What follows belongs to an exercise in optimizing a design on an open flow for small area; a production flow would make more cautious choices.
The RTL was checked by simulation tests, not by an equivalence proof against the original design.
No driver is modelled on the clock port, so clocking that relies on it looks cheaper here than on a real chip.
No activity file was given, so power comes from the tool's default toggle rates.

==> wip/tundra <==
==> flow/design.v (excerpt) <==
module Top_stopwatch (
    input clk,
    input reset,
    input btnL,
    input btnR,
    input btnU,
    input btnD,
    input sw_mode,
    input sw_time_mode,
    output [3:0] led,
    output [3:0] fnd_comm,
    output [7:0] fnd_font
);
    assign led = (sw_mode)? (sw_time_mode)?4'b1000:4'b0100:(sw_time_mode)?4'b0010:4'b0001;
    reg       s;
    reg [4:0] d;
    always @(posedge clk, posedge reset) begin
        if (reset) begin
            s <= 1'b0;
            d <= 5'd31;
        end else begin
            s <= 1'b1;
            d <= d + 5'd1;
        end
    end
    wire smp  = s & (&d[3:0]);
    wire pcyc = ~|d[3:0];
    wire w_btnL, w_btnR, w_btnU, w_btnD;
    btn_debounce U_btn_left  (.clk(clk), .reset(reset), .smp(smp), .pcyc(pcyc), .i_btn(btnL), .o_btn(w_btnL));
    btn_debounce U_btn_right (.clk(clk), .reset(reset), .smp(smp), .pcyc(pcyc), .i_btn(btnR), .o_btn(w_btnR));
  ...
Settings: LEC_CHECK=0, CAP_MARGIN=20, CORE_MARGIN=2, CORE_UTILIZATION=40, SLEW_MARGIN=20; clock period 15.0 ns.
standard.sh (not shown) runs the stock make flow with config.mk's settings and CLKGATE_MAP_FILE= SYNTH_SCRIPT=/design/flow/synth_recipe.tcl, a recipe that flattens the netlist after the stock synthesis.
==> flow/flow/run.sh <==
#!/bin/bash
# Standard ORFS flow, with two changes:
#  - after the standard synthesis, the combinational logic is re-mapped by ABC
#    for area (registers untouched), see resynth.sh;
#  - CTS without dummy loads, port buffers of the smallest buffer.
set -euo pipefail
R=orfs/results/sky130hd/Top_stopwatch/base
bash standard.sh synth > std_synth.log 2>&1
cp $R/1_2_yosys.v std_1_2_yosys.v
bash flow/resynth.sh std_1_2_yosys.v $R/1_2_yosys.v
rm -f $R/1_synth.odb
bash standard.sh synth > synth_odb.log 2>&1
bash standard.sh finish \
  "CTS_ARGS=-sink_clustering_enable -repair_clock_nets -dont_use_dummy_load -buf_list sky130_fd_sc_hd__clkbuf_16" \
  "PRE_CTS_TCL=$PWD/flow/pre_cts.tcl" \
  "BUFFER_PORTS_ARGS=-buffer_cell sky130_fd_sc_hd__buf_1" > finish.log 2>&1
==> flow/flow/pre_cts.tcl <==
# Clock buffering in place of TritonCTS: the clock port drives NG buffers,
# each placed at the centre of a group of flip-flops (k-means on their
# positions) and driving that group's clock pins. TritonCTS then finds the
# clock already buffered and leaves it as it is.
set ng   [expr {[info exists ::env(CLK_GROUPS)] ? $::env(CLK_GROUPS) : 3}]
set bufc [expr {[info exists ::env(CLK_BUF)] ? $::env(CLK_BUF) : "sky130_fd_sc_hd__clkbuf_16"}]
set block [ord::get_db_block]
set clknet [$block findNet clk]
set pins {}
foreach it [$clknet getITerms] {
  if {[$it isInputSignal]} {
    set inst [$it getInst]
    set bb [$inst getBBox]
    lappend pins [list [$inst getName]/[[$it getMTerm] getName] \
      [expr {([$bb xMin] + [$bb xMax]) / 2.0}] [expr {([$bb yMin] + [$bb yMax]) / 2.0}]]
  }
}
set n [llength $pins]
puts "clock sinks: $n, groups: $ng"
# k-means, seeded with points spread along the sorted x order
set sorted [lsort -real -index 1 $pins]
set cx {}; set cy {}
for {set g 0} {$g < $ng} {incr g} {
  set p [lindex $sorted [expr {int(($g + 0.5) * $n / $ng)}]]
  lappend cx [lindex $p 1]; lappend cy [lindex $p 2]
}
for {set iter 0} {$iter < 50} {incr iter} {
  set asg {}
  foreach p $pins {
    set best 0; set bd 1e30
    for {set g 0} {$g < $ng} {incr g} {
      set dx [expr {[lindex $p 1] - [lindex $cx $g]}]; set dy [expr {[lindex $p 2] - [lindex $cy $g]}]
      set d [expr {$dx*$dx + $dy*$dy}]
      if {$d < $bd} { set bd $d; set best $g }
    }
    lappend asg $best
  }
  set ncx {}; set ncy {}
  for {set g 0} {$g < $ng} {incr g} {
    set sx 0; set sy 0; set c 0
    foreach p $pins a $asg { if {$a == $g} { set sx [expr {$sx + [lindex $p 1]}]; set sy [expr {$sy + [lindex $p 2]}]; incr c } }
    if {$c > 0} { lappend ncx [expr {$sx / $c}]; lappend ncy [expr {$sy / $c}] } else { lappend ncx [lindex $cx $g]; lappend ncy [lindex $cy $g] }
  }
  set cx $ncx; set cy $ncy
}
set dbu [$block getDbUnitsPerMicron]
for {set g 0} {$g < $ng} {incr g} {
  set lp {}
  foreach p $pins a $asg { if {$a == $g} { lappend lp [get_pins [lindex $p 0]] } }
  if {[llength $lp] == 0} { continue }
  set x [expr {[lindex $cx $g] / $dbu}]; set y [expr {[lindex $cy $g] / $dbu}]
  puts "clock group $g: [llength $lp] sinks at ($x, $y)"
  insert_buffer -buffer_cell $bufc -net clk -load_pins $lp -location [list $x $y] -buffer_name clkbuf_g$g -net_name clk_g$g
}
Other scripts of this flow, unchanged in this note and not shown: flow/flow/abc/ds1.abc, flow/flow/abc/ds2.abc, flow/flow/abc/ds3.abc, flow/flow/abc/ds4.abc, flow/flow/abc/ds5.abc, flow/flow/abc/ds6.abc, flow/flow/abc/ds7.abc, flow/flow/abc/ds8.abc, flow/flow/resynth.sh
==> wip/zinc: changes against wip/tundra <==
--- a/flow/design.v
+++ b/flow/design.v
@@ -2,26 +2,25 @@
     input  clk,
     input  reset,
     input  smp,
     input  pcyc,
     input  i_btn,
     output o_btn
 );
     reg [3:0] r;
+    wire [3:0] n = {r[0], ~r[1], ~r[0] & ~r[3], r[2]};
     always @(posedge clk, posedge reset) begin
         if (reset) begin
             r <= 4'd0;
         end else if (smp) begin
-            if (!i_btn)    r <= 4'd0;
-            else if (r[3]) r <= 4'd9;
-            else           r <= r + 4'd1;
-        end
-    end
-    assign o_btn = pcyc & r[3] & ~r[0];
+            r <= i_btn ? n : 4'd0;
+        end
+    end
+    assign o_btn = pcyc & r[0] & ~r[1] & ~r[3];
 endmodule
 module stopwatch_cu (
     input clk,
     input reset,
     input mode,
     input i_btn_run,
     input i_btn_clear,
     output reg o_run,
@@ -81,106 +80,113 @@
 endmodule
 module watch_cu (
     input clk,
     input reset,
     input mode,
     input i_btn_sec,
     input i_btn_min,
     input i_btn_hour,
-    output reg o_btn_sec,
-    output reg o_btn_min,
-    output reg o_btn_hour
-);
-    wire idle = ~(o_btn_sec | o_btn_min | o_btn_hour);
-    always @(posedge clk, posedge reset) begin
-        if (reset) begin
-            o_btn_sec  <= 1'b0;
-            o_btn_min  <= 1'b0;
-            o_btn_hour <= 1'b0;
+    output o_btn_sec,
+    output o_btn_min,
+    output o_btn_hour
+);
+    parameter WATCH = 2'b00, SEC_UP = 2'b01, MIN_UP = 2'b10, HOUR_UP = 2'b11;
+    reg [1:0] state;
+    always @(posedge clk, posedge reset) begin
+        if (reset) begin
+            state <= WATCH;
         end else if (mode) begin
-            o_btn_sec  <= i_btn_sec & (idle | o_btn_sec);
-            o_btn_min  <= i_btn_min & ((idle & ~i_btn_sec) | o_btn_min);
-            o_btn_hour <= i_btn_hour & ((idle & ~i_btn_sec & ~i_btn_min) | o_btn_hour);
-        end
-    end
+            case (state)
+                WATCH:
+                    if (i_btn_sec)       state <= SEC_UP;
+                    else if (i_btn_min)  state <= MIN_UP;
+                    else if (i_btn_hour) state <= HOUR_UP;
+                SEC_UP:  if (!i_btn_sec)  state <= WATCH;
+                MIN_UP:  if (!i_btn_min)  state <= WATCH;
+                HOUR_UP: if (!i_btn_hour) state <= WATCH;
+            endcase
+        end
+    end
+    assign o_btn_sec  = state == SEC_UP;
+    assign o_btn_min  = state == MIN_UP;
+    assign o_btn_hour = state == HOUR_UP;
 endmodule
 module watch_dp (
     input clk,
     input reset,
     input tick,
     input btn_sec,
     input btn_min,
     input btn_hour,
     output reg [6:0] msec,
     output reg [5:0] sec,
     output reg [5:0] min,
-    output reg [4:0] hour
-);
-    reg tk_sec, tk_min;
-    wire msec_p = msec[6] & msec[5] & msec[2];
-    wire sec_w  = sec[5] & sec[4] & sec[3] & sec[1] & sec[0];
-    wire min_w  = min[5] & min[4] & min[3] & min[1] & min[0];
-    wire hour_w = hour[4] & hour[2] & hour[1] & hour[0];
+    output reg [4:0] hour,
+    output sec_p,
+    output min_p
+);
+    wire msec_p = msec[6] & msec[5] & msec[2];                
+    assign sec_p = sec[5] & sec[4] & sec[3] & sec[2];         
+    assign min_p = min[5] & min[4] & min[3] & min[2];         
+    wire hour_w = hour[4] & hour[2] & hour[1] & hour[0];      
     wire i_sec  = msec_p | btn_sec;
-    wire i_min  = tk_sec | btn_min;
-    wire i_hour = tk_min | btn_hour;
-    always @(posedge clk, posedge reset) begin
-        if (reset) begin
-            tk_sec <= 1'b0; tk_min <= 1'b0;
+    wire i_min  = sec_p | btn_min;
+    wire i_hour = min_p | btn_hour;
+    wire [5:0] sec_b = sec_p ? 6'd0 : sec;
+    wire [5:0] min_b = min_p ? 6'd0 : min;
+    always @(posedge clk, posedge reset) begin
+        if (reset) begin
             msec <= 0; sec <= 0; min <= 0; hour <= 5'd12;
         end else begin
-            tk_sec  <= i_sec & sec_w;
-            tk_min  <= i_min & min_w;
             if (msec_p)    msec <= 7'd0;
             else if (tick) msec <= msec + 7'd1;
-            if (i_sec)  sec  <= sec_w  ? 6'd0 : sec + 6'd1;
-            if (i_min)  min  <= min_w  ? 6'd0 : min + 6'd1;
+            sec <= i_sec ? sec_b + 6'd1 : sec_b;
+            min <= i_min ? min_b + 6'd1 : min_b;
             if (i_hour) hour <= hour_w ? 5'd0 : hour + 5'd1;
         end
     end
 endmodule
 module fnd_controller (
     input [2:0] sel,
     input sw_mode,
     input sw_time_mode,
     input [6:0] s_msec, input [5:0] s_sec, input [5:0] s_min, input [4:0] s_hour,
     input s_sec_p, input s_min_p,
     input [6:0] w_msec, input [5:0] w_sec, input [5:0] w_min, input [4:0] w_hour,
+    input w_sec_p, input w_min_p,
     output reg [7:0] fnd_font,
     output reg [3:0] fnd_comm
 );
     reg [6:0] v;
     always @(*) begin
-        case ({sw_mode, sw_time_mode, sel[1]})
+        case ({sw_mode, sw_time_mode & ~sel[2], sel[1] & ~sel[2]})
             3'b000: v = s_msec;
             3'b001: v = s_sec_p ? 7'd0 : {1'b0, s_sec};
             3'b010: v = s_min_p ? 7'd0 : {1'b0, s_min};
             3'b011: v = {2'b0, s_hour};
             3'b100: v = w_msec;
-            3'b101: v = {1'b0, w_sec};
-            3'b110: v = {1'b0, w_min};
+            3'b101: v = w_sec_p ? 7'd0 : {1'b0, w_sec};
+            3'b110: v = w_min_p ? 7'd0 : {1'b0, w_min};
             default: v = {2'b0, w_hour};
         endcase
     end
-    wire s_dot = (s_msec < 7'd50) | (s_msec[6] & s_msec[5] & s_msec[2]);
-    wire w_dot = (w_msec < 7'd50) | (w_msec[6] & w_msec[5] & w_msec[2]);
-    wire dot = sw_mode ? w_dot : s_dot;
     reg [3:0] tens, units;
     integer k;
     always @(*) begin
         tens = 0; units = 0;
         for (k = 6; k >= 0; k = k - 1) begin
             if (tens >= 5) tens = tens + 3;
             if (units >= 5) units = units + 3;
             tens = {tens[2:0], units[3]};
             units = {units[2:0], v[k]};
         end
     end
     wire [3:0] digit = sel[0] ? tens : units;
+    wire dot = ~(tens[3] | (tens[2] & (tens[1] | tens[0])));
     always @(*) begin
         case (sel[1:0])
             2'd0: fnd_comm = 4'b1110;
             2'd1: fnd_comm = 4'b1101;
             2'd2: fnd_comm = 4'b1011;
             default: fnd_comm = 4'b0111;
         endcase
     end
@@ -213,26 +219,27 @@
     input sw_mode,
     input sw_time_mode,
     output [3:0] led,
     output [3:0] fnd_comm,
     output [7:0] fnd_font
 );
     assign led = (sw_mode)? (sw_time_mode)?4'b1000:4'b0100:(sw_time_mode)?4'b0010:4'b0001;
     reg       s;
-    reg [4:0] d;
+    reg [4:0] e;
     always @(posedge clk, posedge reset) begin
         if (reset) begin
             s <= 1'b0;
-            d <= 5'd31;
+            e <= 5'd0;
         end else begin
             s <= 1'b1;
-            d <= d + 5'd1;
-        end
-    end
+            e <= e - 5'd1;
+        end
+    end
+    wire [4:0] d = ~e;
     wire smp  = s & (&d[3:0]);
     wire pcyc = ~|d[3:0];
     wire w_btnL, w_btnR, w_btnU, w_btnD;
     btn_debounce U_btn_left  (.clk(clk), .reset(reset), .smp(smp), .pcyc(pcyc), .i_btn(btnL), .o_btn(w_btnL));
     btn_debounce U_btn_right (.clk(clk), .reset(reset), .smp(smp), .pcyc(pcyc), .i_btn(btnR), .o_btn(w_btnR));
     btn_debounce U_btn_up    (.clk(clk), .reset(reset), .smp(smp), .pcyc(pcyc), .i_btn(btnU), .o_btn(w_btnU));
     btn_debounce U_btn_down  (.clk(clk), .reset(reset), .smp(smp), .pcyc(pcyc), .i_btn(btnD), .o_btn(w_btnD));
     wire run, clear;
@@ -240,15 +247,16 @@
     wire [6:0] s_msec; wire [5:0] s_sec, s_min; wire [4:0] s_hour;
     wire s_sec_p, s_min_p;
     stopwatch_dp Stopwatch_DP (.clk(clk), .reset(reset), .run(run), .clear(clear), .ph(d[0]), .msec(s_msec), .sec(s_sec), .min(s_min), .hour(s_hour),
         .sec_p(s_sec_p), .min_p(s_min_p));
     wire w_btn_sec, w_btn_min, w_btn_hour;
     watch_cu U_Watch_CU (.clk(clk), .reset(reset), .mode(sw_mode), .i_btn_sec(w_btnU), .i_btn_min(w_btnD), .i_btn_hour(w_btnL),
         .o_btn_sec(w_btn_sec), .o_btn_min(w_btn_min), .o_btn_hour(w_btn_hour));
     wire [6:0] w_msec; wire [5:0] w_sec, w_min; wire [4:0] w_hour;
+    wire w_sec_p, w_min_p;
     watch_dp Watch_DP (.clk(clk), .reset(reset), .tick(s & d[0]), .btn_sec(w_btn_sec), .btn_min(w_btn_min), .btn_hour(w_btn_hour),
-        .msec(w_msec), .sec(w_sec), .min(w_min), .hour(w_hour));
+        .msec(w_msec), .sec(w_sec), .min(w_min), .hour(w_hour), .sec_p(w_sec_p), .min_p(w_min_p));
     fnd_controller U_Fnd_Ctrl (.sel({3{s}} & d[4:2]), .sw_mode(sw_mode), .sw_time_mode(sw_time_mode),
         .s_msec(s_msec), .s_sec(s_sec), .s_min(s_min), .s_hour(s_hour), .s_sec_p(s_sec_p), .s_min_p(s_min_p),
-        .w_msec(w_msec), .w_sec(w_sec), .w_min(w_min), .w_hour(w_hour),
+        .w_msec(w_msec), .w_sec(w_sec), .w_min(w_min), .w_hour(w_hour), .w_sec_p(w_sec_p), .w_min_p(w_min_p),
         .fnd_font(fnd_font), .fnd_comm(fnd_comm));
 endmodule
==> flow/flow/run.sh (replaced) <==
#!/bin/bash
# Standard ORFS flow, with two changes:
#  - after the standard synthesis, the combinational logic is re-mapped by ABC
#    for area (registers untouched), see resynth.sh;
#  - the clock is buffered by pre_cts.tcl (four clkbuf_8, one per group of
#    flip-flops) instead of TritonCTS; port buffers of the smallest buffer.
set -euo pipefail
R=orfs/results/sky130hd/Top_stopwatch/base
bash standard.sh synth > std_synth.log 2>&1
cp $R/1_2_yosys.v std_1_2_yosys.v
bash flow/resynth.sh std_1_2_yosys.v $R/1_2_yosys.v
rm -f $R/1_synth.odb
bash standard.sh synth > synth_odb.log 2>&1
bash standard.sh finish \
  "CTS_ARGS=-sink_clustering_enable -repair_clock_nets -dont_use_dummy_load -buf_list sky130_fd_sc_hd__clkbuf_8" \
  "PRE_CTS_TCL=$PWD/flow/pre_cts.tcl" \
  "BUFFER_PORTS_ARGS=-buffer_cell sky130_fd_sc_hd__buf_1" > finish.log 2>&1
==> flow/flow/abc/ds10.abc (new file) <==
strash
&get -n
&deepsyn -J 150 -S 10 -T 300
&dch -f
&nf -a -R 1000
&put
==> flow/flow/abc/ds11.abc (new file) <==
strash
&get -n
&deepsyn -J 150 -S 11 -T 300
&dch -f
&nf -a -R 1000
&put
==> flow/flow/abc/ds12.abc (new file) <==
strash
&get -n
&deepsyn -J 150 -S 12 -T 300
&dch -f
&nf -a -R 1000
&put
==> flow/flow/abc/ds13.abc (new file) <==
strash
&get -n
&deepsyn -J 150 -S 13 -T 300
&dch -f
&nf -a -R 1000
&put
==> flow/flow/abc/ds14.abc (new file) <==
strash
&get -n
&deepsyn -J 150 -S 14 -T 300
&dch -f
&nf -a -R 1000
&put
==> flow/flow/abc/ds15.abc (new file) <==
strash
&get -n
&deepsyn -J 150 -S 15 -T 300
&dch -f
&nf -a -R 1000
&put
==> flow/flow/abc/ds16.abc (new file) <==
strash
&get -n
&deepsyn -J 150 -S 16 -T 300
&dch -f
&nf -a -R 1000
&put
==> flow/flow/abc/ds9.abc (new file) <==
strash
&get -n
&deepsyn -J 150 -S 9 -T 300
&dch -f
&nf -a -R 1000
&put
--- a/flow/flow/pre_cts.tcl
+++ b/flow/flow/pre_cts.tcl
@@ -1,14 +1,14 @@
 # Clock buffering in place of TritonCTS: the clock port drives NG buffers,
 # each placed at the centre of a group of flip-flops (k-means on their
 # positions) and driving that group's clock pins. TritonCTS then finds the
 # clock already buffered and leaves it as it is.
-set ng   [expr {[info exists ::env(CLK_GROUPS)] ? $::env(CLK_GROUPS) : 3}]
-set bufc [expr {[info exists ::env(CLK_BUF)] ? $::env(CLK_BUF) : "sky130_fd_sc_hd__clkbuf_16"}]
+set ng   [expr {[info exists ::env(CLK_GROUPS)] ? $::env(CLK_GROUPS) : 4}]
+set bufc [expr {[info exists ::env(CLK_BUF)] ? $::env(CLK_BUF) : "sky130_fd_sc_hd__clkbuf_8"}]
 set block [ord::get_db_block]
 set clknet [$block findNet clk]
 set pins {}
 foreach it [$clknet getITerms] {
   if {[$it isInputSignal]} {
     set inst [$it getInst]
     set bb [$inst getBBox]
     lappend pins [list [$inst getName]/[[$it getMTerm] getName] \
@@ -20,25 +20,35 @@
 # k-means, seeded with points spread along the sorted x order
 set sorted [lsort -real -index 1 $pins]
 set cx {}; set cy {}
 for {set g 0} {$g < $ng} {incr g} {
   set p [lindex $sorted [expr {int(($g + 0.5) * $n / $ng)}]]
   lappend cx [lindex $p 1]; lappend cy [lindex $p 2]
 }
 for {set iter 0} {$iter < 50} {incr iter} {
-  set asg {}
+  # balanced assignment: closest (sink, group) pairs first, each group
+  # taking at most ceil(n / ng) sinks
+  set cap [expr {($n + $ng - 1) / $ng}]
+  set pairs {}
+  set i 0
   foreach p $pins {
-    set best 0; set bd 1e30
     for {set g 0} {$g < $ng} {incr g} {
       set dx [expr {[lindex $p 1] - [lindex $cx $g]}]; set dy [expr {[lindex $p 2] - [lindex $cy $g]}]
-      set d [expr {$dx*$dx + $dy*$dy}]
-      if {$d < $bd} { set bd $d; set best $g }
+      lappend pairs [list [expr {$dx*$dx + $dy*$dy}] $i $g]
     }
-    lappend asg $best
+    incr i
+  }
+  set asg [lrepeat $n -1]
+  set cnt [lrepeat $ng 0]
+  foreach pr [lsort -real -index 0 $pairs] {
+    lassign $pr d i g
+    if {[lindex $asg $i] >= 0 || [lindex $cnt $g] >= $cap} { continue }
+    lset asg $i $g
+    lset cnt $g [expr {[lindex $cnt $g] + 1}]
   }
   set ncx {}; set ncy {}
   for {set g 0} {$g < $ng} {incr g} {
     set sx 0; set sy 0; set c 0
     foreach p $pins a $asg { if {$a == $g} { set sx [expr {$sx + [lindex $p 1]}]; set sy [expr {$sy + [lindex $p 2]}]; incr c } }
     if {$c > 0} { lappend ncx [expr {$sx / $c}]; lappend ncy [expr {$sy / $c}] } else { lappend ncx [lindex $cx $g]; lappend ncy [lindex $cy $g] }
   }
   set cx $ncx; set cy $ncy
- CORE_UTILIZATION: 40 -> 85
- PLACE_DENSITY: not set -> 0.92
==> key figures <==
Floorplan
  • Die area: 10200 um^2
  • Die Wd: 101 um

Cells and area
  • Dominant kind of cell: flip-flops and latches
  • Ant. Diodes: 0
  • Seq_cells: 78

Route
  • Drt initial violations: 214
  • DR pass1 iterations: 5
  • DRC: 0

Critical path
  • R2r setup slk: 12.76 ns
  • CP startpoint kind: input pin
  • Crit path cell chain: buf_1 > nor2b_1 > a221o_1 > a21oi_1 > a31oi_1 > a21oi_1 > a31oi_1 > clkinv_1 > nand2_1 > xnor2_1 > or3b_1 > o21ai_0 > o21ai_0 > and3_1 > o31ai_1 > o21ai_0 > nand3_1 > o21ai_0 > o21a_1 > o21ai_0 > buf_1
  • CP Max Fanout: 15

Pwr
  • Sw Ratio: 0.331
  • Power, Total: 0.515 mW

Timing
  • F_max: 0.0922 GHz
  • Setup Skew: 0.0353 ns

Status
  • Status: no timing/DRC/antenna violations

Placed design
  • Placed Cells: 536
That was wip/tundra.
==> key figures <==
Status
  • Status: stopped before the end
  • Failing step: global placement without I/O
  • Error: [ERROR GPL-0301] Utilization 102.500 % exceeds 100%.

Floorplan
  • Die Wd: 69.5 um
  • Chip Height: 69.5 um
  • Initial Util: 0.899
  • Num rows: 23

Yosys
  • Syn Inst Count: 396
  • Synth Cell Area: 3650 um^2
  • Mapped Nets: 404
  • Ys Warns: 7
  • Syn_area_per_cell: 9.21 um^2
That was wip/zinc.

==> what the ideal ports hide <==
How much do the figures lean on ideal ports? The routed layout below was timed once more, with nothing changed but the port constraints. Step 1, drivers: a clkbuf_16 drives clk and a buf_2 each remaining input, both assumed. Step 2 moves the port delays by t, midway between the first and last clock arrival at a register: inputs arrive t later, outputs are due t later. That takes back most of the time a late clock gives input paths. a / b / c = ideal ports / drivers / drivers and shift; a / b = the first two.
run: wip/tundra
t, ns: 0.223
setup slack, ns: 4.150 / 4.126 / 4.126
slew at the worst register clock pin (ns): 0.12 / 0.12
After both steps wip/tundra still meets setup and hold. The setup slack of wip/tundra moves by -0.024 ns with the drivers and by -0.024 ns with both steps.
